This is an optimization exercise on Yosys and OpenROAD, whose aim is small area and a short achievable clock period, not a production implementation. The RTL was checked by simulation tests, not by an equivalence proof against the original design. The clock input has no modelled driver; a real chip could not lean on it and would need a root buffer or a full tree. Power figures rest on the tool's default switching activity, not on a simulated workload.

v29:
## dr_core
module dr_core
(
    input        clock_480,
    input        reset,
    input  [4:0] data_in,
    output       data_out,
    output       underflow,
    output       overflow
);
For scale: about 10 I/O pins, about 5700 um^2 of cells after synthesis.
clock: 3.3 ns
lec_check: 0
abc_area: 1
cap_margin: 20
core_margin: 2
core_utilization: 60
cts_buf_list: sky130_fd_sc_hd__clkbuf_8
place_density: 0.75
setup_slack_margin: 1.75
slew_margin: 20
standard.sh (not shown) runs the stock make flow with config.mk's settings and CLKGATE_MAP_FILE= SYNTH_SCRIPT=/design/flow/synth_recipe.tcl, a recipe that flattens the netlist after the stock synthesis.
==> flow/flow/run.sh <==
#!/bin/bash
# The standard layout, except that the clock tree is built by
# flow/clock_tree.tcl (a two-level tree of inverters) instead of ORFS's CTS.
# Each tool's output goes to a log of its own in this folder.
set -euo pipefail
bash standard.sh place > standard_place.log 2>&1
bash standard.sh run "RUN_SCRIPT=$PWD/flow/clock_tree.tcl" RUN_LOG_NAME_STEM=4_1_cts > clock_tree.log 2>&1
bash standard.sh finish > standard_finish.log 2>&1
==> flow/flow/clock_tree.tcl <==
# Clock tree step in place of ORFS's CTS: a two-level tree of inverters.
# The flip-flops are split into eight groups of equal count by location
# (by x, then y, then x); each group is driven by an inv_12 in its middle,
# and each pair of neighbouring groups' inverters by an inv_8 that the clock
# port drives. Two inversions keep every flip-flop on the rising edge.
# The rest of the step is ORFS's cts.tcl: timing repair and legalisation.
utl::set_metrics_stage "cts__{}"
source $::env(SCRIPTS_DIR)/load.tcl
erase_non_stage_variables cts
load_design 3_place.odb 3_place.sdc

set block [ord::get_db_block]
set db [ord::get_db]
set clk_port [get_name [lindex [get_property [lindex [all_clocks] 0] sources] 0]]
set clk_net [[$block findBTerm $clk_port] getNet]

proc loc_x { it } { return [lindex [[$it getInst] getLocation] 0] }
proc loc_y { it } { return [lindex [[$it getInst] getLocation] 1] }
proc by_x { a b } { return [expr {[loc_x $a] - [loc_x $b]}] }
proc by_y { a b } { return [expr {[loc_y $a] - [loc_y $b]}] }

# split the sinks into 8 groups of equal count by recursive bisection,
# alternately by x and by y
proc bisect { items depth } {
  if { $depth == 0 } { return [list $items] }
  if { $depth % 2 } {
    set items [lsort -command by_x $items]
  } else {
    set items [lsort -command by_y $items]
  }
  set m [expr {[llength $items] / 2}]
  return [concat [bisect [lrange $items 0 [expr {$m - 1}]] [expr {$depth - 1}]] \
                 [bisect [lrange $items $m end] [expr {$depth - 1}]]]
}
set groups [bisect [$clk_net getITerms] 3]

# the clock port drives four inverters, one per pair of neighbouring groups;
# each drives one inverter per group, which drives the group's flip-flops
set m_trunk [$db findMaster sky130_fd_sc_hd__inv_8]
set m_leaf [$db findMaster sky130_fd_sc_hd__inv_12]
proc centre { pts } {
  set sx 0
  set sy 0
  foreach p $pts {
    set sx [expr {$sx + [lindex $p 0]}]
    set sy [expr {$sy + [lindex $p 1]}]
  }
  set n [llength $pts]
  return [list [expr {$sx / $n}] [expr {$sy / $n}]]
}
proc add_cell { master name in_net out_net xy } {
  set block [ord::get_db_block]
  set inst [odb::dbInst_create $block $master $name]
  [$inst findITerm A] connect $in_net
  [$inst findITerm Y] connect $out_net
  $inst setLocation [lindex $xy 0] [lindex $xy 1]
  $inst setPlacementStatus PLACED
  return $inst
}
for {set t 0} {$t < 4} {incr t} {
  set trunk [odb::dbNet_create $block "clknet_t${t}_$clk_port"]
  $trunk setSigType CLOCK
  set leaf_xy {}
  foreach k [list [expr {2 * $t}] [expr {2 * $t + 1}]] {
    set g [lindex $groups $k]
    set pts {}
    foreach it $g { lappend pts [list [loc_x $it] [loc_y $it]] }
    set xy [centre $pts]
    lappend leaf_xy $xy
    set leaf [odb::dbNet_create $block "clknet_l${k}_$clk_port"]
    $leaf setSigType CLOCK
    foreach it $g {
      $it disconnect
      $it connect $leaf
    }
    add_cell $m_leaf "clkinv_l${k}_$clk_port" $trunk $leaf $xy
    puts "clock leaf $k: [llength $g] sinks at $xy"
  }
  add_cell $m_trunk "clkinv_t${t}_$clk_port" $clk_net $trunk [centre $leaf_xy]
}
global_connect
set_propagated_clock [all_clocks]

set_placement_padding -global \
  -left $::env(CELL_PAD_IN_SITES_DETAIL_PLACEMENT) \
  -right $::env(CELL_PAD_IN_SITES_DETAIL_PLACEMENT)
detailed_placement
estimate_parasitics -placement
report_clock_skew
report_clock_latency

if { !$::env(SKIP_CTS_REPAIR_TIMING) } {
  repair_timing_helper
  detailed_placement
  check_placement -verbose
}

report_metrics 4 "cts final"
orfs_write_db $::env(RESULTS_DIR)/4_1_cts.odb
orfs_write_sdc $::env(RESULTS_DIR)/4_cts.sdc
v29 ended with every stage complete and zero timing, DRC or antenna violations.
Edits applied to the flow inputs when going from v29 to v39:
- CTS_BUF_LIST: sky130_fd_sc_hd__clkbuf_8 -> unset
- GPL_TIMING_DRIVEN: unset -> 0
--- a/flow/flow/clock_tree.tcl
+++ b/flow/flow/clock_tree.tcl
@@ -3,2 +3,2 @@
-# (by x, then y, then x); each group is driven by an inv_12 in its middle,
-# and each pair of neighbouring groups' inverters by an inv_8 that the clock
+# (by x, then y, then x); each group is driven by an inv_8 in its middle,
+# and each pair of neighbouring groups' inverters by an inv_4 that the clock
@@ -39,2 +39,2 @@
-set m_trunk [$db findMaster sky130_fd_sc_hd__inv_8]
-set m_leaf [$db findMaster sky130_fd_sc_hd__inv_12]
+set m_trunk [$db findMaster sky130_fd_sc_hd__inv_4]
+set m_leaf [$db findMaster sky130_fd_sc_hd__inv_8]
--- outcome ---
v39 went all the way through the flow, and no timing, DRC or antenna check failed.
In v39, cell area reported after detailed placement is higher than in v29.
v29 → v39: maximum VDD drop now larger, final clock period utilization by the worst path up 1.1 points, number of nets in the finished design up about 0.9%, design area lost about 2.5%, signed area change from the synthesized netlist to the final layout decreased 2.7 points.
v39 ended up with a higher share of cell area taken by multi-input logic gates than v29 did.
Taking v29 over v39, the pin count of the biggest net entering global routing ratio works out to 3.3.
| area enclosed by the die boundary | v29 vs v39 | ≈ equal |
Setup changes, v39 to v19
- putting CTS_BUF_LIST at sky130_fd_sc_hd__clkbuf_8 where nothing was set
- clearing GPL_TIMING_DRIVEN, which used to be 0
--- a/flow/flow/clock_tree.tcl
+++ b/flow/flow/clock_tree.tcl
@@ -4 +4 @@
-# and each pair of neighbouring groups' inverters by an inv_4 that the clock
+# and each pair of neighbouring groups' inverters by an inv_8 that the clock
@@ -39 +39 @@
-set m_trunk [$db findMaster sky130_fd_sc_hd__inv_4]
+set m_trunk [$db findMaster sky130_fd_sc_hd__inv_8]
Findings:
Fraction of registers with async set/reset of v39 is on par with v19.
Against v39, total detailed-routing wirelength in v19 rose by more than 10%.
Per the comparison of v19 with v39, worst setup slack has remained practically unchanged, internal power contribution went up.
The first element of the critical path comes out data_in[0] in one run and reset in the other, namely in v39 and v19 respectively.
| proportion of power drawn by combinational gates | lower: v39 |
### v19 -> v37
--- a/flow/flow/clock_tree.tcl
+++ b/flow/flow/clock_tree.tcl
@@ -4 +4 @@
-# and each pair of neighbouring groups' inverters by an inv_8 that the clock
+# and each pair of neighbouring groups' inverters by an inv_4 that the clock
@@ -39 +39 @@
-set m_trunk [$db findMaster sky130_fd_sc_hd__inv_8]
+set m_trunk [$db findMaster sky130_fd_sc_hd__inv_4]
==> summary.txt <==
- Compared with v19, v37 has extra setup slack.
- Comparing v37 and v19, the higher fill cell instance count of the final layout was measured on v19.
- v37 vs v19: setup fix buffers added after clock tree synthesis up
- As of v37, power had fallen slightly compared to v19.
- From v37 to v19, number of instances in the synthesized netlist did not move at all.
- Summary — clock network fraction of design power, v37 relative to v19: lower, by 0.7 points.
- Of v37 and v19, the run reporting the higher cell area after layout was v19.
- Changes observed in v37 relative to v19: maximum clock rate went up by 0.0089 GHz; non-filler instance count after layout was more or less identical; routed wire length went down by about 0.7%; fraction of standard cell area in multi-input logic was more or less identical.
In every run of this note, the design's own scripts or RTL, not TritonCTS, make the clock network.

========
dr_core again, from the RTL that the note above started with.
export LEC_CHECK = 0
export ABC_AREA = 1
export CAP_MARGIN = 20
export CORE_MARGIN = 2
export CORE_UTILIZATION = 60
export CTS_BUF_LIST = sky130_fd_sc_hd__clkbuf_8
export PLACE_DENSITY = 0.75
export SETUP_SLACK_MARGIN = 1.75
export SLEW_MARGIN = 20
create_clock -name core_clock -period 3.3 [get_ports {clock_480}]
==> flow/flow/run.sh <==
#!/bin/bash
# The standard layout, with clock tree synthesis told not to add dummy load
# cells for balancing (they are cell area that drives nothing).
set -euo pipefail
CTS="-sink_clustering_enable -repair_clock_nets -buf_list sky130_fd_sc_hd__clkbuf_8 -dont_use_dummy_load"
bash standard.sh finish "CTS_ARGS=$CTS" > standard.log 2>&1
The starting point produced a clean layout.
Rerun with:
==> flow/flow/run.sh (replaced) <==
#!/bin/bash
# The standard layout, with clock tree synthesis told not to add dummy load
# cells for balancing (they are cell area that drives nothing) and to use a
# stronger buffer at the root of the tree.
set -euo pipefail
CTS="-sink_clustering_enable -repair_clock_nets -buf_list sky130_fd_sc_hd__clkbuf_8 -root_buf sky130_fd_sc_hd__clkbuf_16 -dont_use_dummy_load"
bash standard.sh finish "CTS_ARGS=$CTS" > standard.log 2>&1
Settings changed: ABC_AREA 1 to unset, CTS_BUF_LIST sky130_fd_sc_hd__clkbuf_8 to unset, GPL_TIMING_DRIVEN set to 0.
After rerunning: Via count drops by about 4%. Total power goes up by 2.1%. Final area grows by 0.78%. Sequential power stays flat. Routed wire length went up by about 9%. Core utilization climbs by 3.8 points. Worst setup slack got worse by 0.33 ns. Combinational power rises by about 17%. Synthesized cell count falls by about 20%. Critical path depth grows by 6.
Rerun with:
==> flow/flow/run.sh (replaced) <==
#!/bin/bash
# The standard layout, with clock tree synthesis told not to add dummy load
# cells for balancing (they are cell area that drives nothing), to use a
# stronger buffer at the root of the tree and larger sink clusters.
set -euo pipefail
CTS="-sink_clustering_enable -repair_clock_nets -buf_list sky130_fd_sc_hd__clkbuf_16 -root_buf sky130_fd_sc_hd__clkbuf_16 -sink_clustering_size 30 -sink_clustering_max_diameter 120 -dont_use_dummy_load"
bash standard.sh finish "CTS_ARGS=$CTS" > standard.log 2>&1
Settings changed: ABC_AREA set to 1, CTS_BUF_LIST set to sky130_fd_sc_hd__clkbuf_8, GPL_TIMING_DRIVEN 0 to unset.
What happened: Combinational power decreases by 13%; flip-flop and latch count is unchanged; cell count increases by 19%; power increases by 11%; first-iteration DRC count decreases by 17%; register-to-register slack is better by 0.45 ns; clock skew decreases by 0.014 ns; worst setup slack is better by 0.35 ns; count of clock-buffer cells in the layout does not change; clock power increases by 42%; design area increases by 2.3%.
Rerun with:
==> flow/flow/run.sh (replaced) <==
#!/bin/bash
# The standard layout, with clock tree synthesis told not to add dummy load
# cells for balancing (they are cell area that drives nothing) and to use a
# stronger buffer at the root of the tree.
set -euo pipefail
CTS="-sink_clustering_enable -repair_clock_nets -buf_list sky130_fd_sc_hd__clkbuf_8 -root_buf sky130_fd_sc_hd__clkbuf_16 -dont_use_dummy_load"
bash standard.sh finish "CTS_ARGS=$CTS" > standard.log 2>&1
Settings changed: SETUP_SLACK_MARGIN 1.75 to 1.85.
Worst setup slack is better by 0.041 ns.
Total power drops by 10%.
Die area does not change.
Routed wire length climbs by 5.9%.
Sequential power is about the same.
Global-route usage drops by 0.79 points.
Count of clock-buffer cells in the layout is unchanged.
Rerun with:
Settings changed: CORE_UTILIZATION 60 to 50, CTS_BUF_LIST sky130_fd_sc_hd__clkbuf_8 to unset, GPL_TIMING_DRIVEN set to 0, PLACE_DENSITY 0.75 to 0.7, SETUP_SLACK_MARGIN 1.85 to 1.75.
Power fell slightly; routed wire length falls by a few percent; utilization shrinks by 11 points; cell count rises by a few percent; cell area shrinks slightly; via count is lower by a few percent; non-clock buffer count is higher by 5; die area increases by about a fifth; global-route usage decreases by 3.6 points; clock-buffer cell count is unchanged.
Rerun with:
==> flow/run.sh (new file) <==
#!/bin/bash
# synth_recipe.tcl (not shown) runs the flow's synth.tcl, then flattens the netlist and writes it again
# the make line also repeats each setting of config.mk as NAME=value (left out here)
make -C /OpenROAD-flow-scripts/flow DESIGN_CONFIG=/design/flow/config.mk WORK_HOME=/design/flow/orfs CLKGATE_MAP_FILE= SYNTH_SCRIPT=/design/flow/synth_recipe.tcl finish
Settings changed: ABC_AREA 1 to unset, CORE_UTILIZATION 50 to 60, CTS_BUF_LIST set to sky130_fd_sc_hd__clkbuf_8, GPL_TIMING_DRIVEN 0 to unset, PLACE_DENSITY 0.7 to 0.75.
removed: flow/flow/run.sh
removed: flow/standard.sh
What happened:
- clock skew came out lower by 0.015 ns
- worst hold slack improves by 0.0038 ns
- final area came out higher by a few percent
- core utilization came out higher by 16 points
- clock power came out higher by a quarter to a third
- via count came out lower by a little under a tenth
- sequential share of layout area came out lower by 0.53 points
- area after synthesis came out lower by a few percent
- total power came out higher by roughly a tenth
- worst setup slack degrades by 0.33 ns

port drivers added, routing unchanged:
The flow's constraints put no driver on any port. The routed layouts listed below were extracted and timed again, unchanged, in two steps. Step 1 (the two cells are an assumption about what drives the block):
set clk [get_ports {clock_480}]
set_driving_cell -lib_cell sky130_fd_sc_hd__clkbuf_16 $clk
set_driving_cell -lib_cell sky130_fd_sc_hd__buf_2 [delete_from_list [all_inputs] $clk]
Step 2, shift: input delay + t, output delay - t, t = (earliest + latest rising clock arrival at the registers) / 2. This alone moves slack from input paths to output paths. Slacks: no drivers / after step 1 / after step 2; pairs: no drivers / after step 1.
| run | t (ns) | slack for setup (ns) | hold slack, ns | slew at the worst register clock pin (ns) | worst slew at a driven data input, ns |
|---|---|---|---|---|---|
| v29 | 0.247 | 1.826 / 1.790 / 1.683 | 0.348 / 0.349 / 0.349 | 0.08 / 0.08 | 0.03 |
| v39 | 0.234 | 1.790 / 1.779 / 1.620 | 0.349 / 0.349 / 0.349 | 0.10 / 0.10 | 0.03 |
| v19 | 0.250 | 1.792 / 1.780 / 1.651 | 0.348 / 0.348 / 0.348 | 0.11 / 0.11 | 0.03 |
| v37 | 0.240 | 1.812 / 1.787 / 1.646 | 0.350 / 0.350 / 0.350 | 0.11 / 0.11 | 0.03 |
| the first run of note 2 | 0.454 | 1.769 / 1.736 / 1.442 | 0.330 / 0.330 / 0.330 | 0.09 / 0.09 | 0.03 |
| the second run of note 2 | 0.391 | 1.434 / 1.434 / 1.043 | 0.320 / 0.320 / 0.320 | 0.09 / 0.09 | 0.05 |
| the third run of note 2 | 0.441 | 1.788 / 1.748 / 1.431 | 0.341 / 0.341 / 0.341 | 0.06 / 0.06 | 0.03 |
| the fourth run of note 2 | 0.398 | 1.829 / 1.790 / 1.479 | 0.328 / 0.328 / 0.328 | 0.09 / 0.09 | 0.03 |
| the fifth run of note 2 | 0.414 | 1.810 / 1.767 / 1.468 | 0.340 / 0.340 / 0.340 | 0.09 / 0.09 | 0.03 |
| the sixth run of note 2 | 0.462 | 1.483 / 1.482 / 1.020 | 0.344 / 0.344 / 0.344 | 0.10 / 0.10 | 0.04 |
After both steps setup and hold are still met in every run listed. For the sixth run of note 2, which loses most, drivers alone change the setup slack by -0.001 ns; drivers and shift together by -0.463 ns.
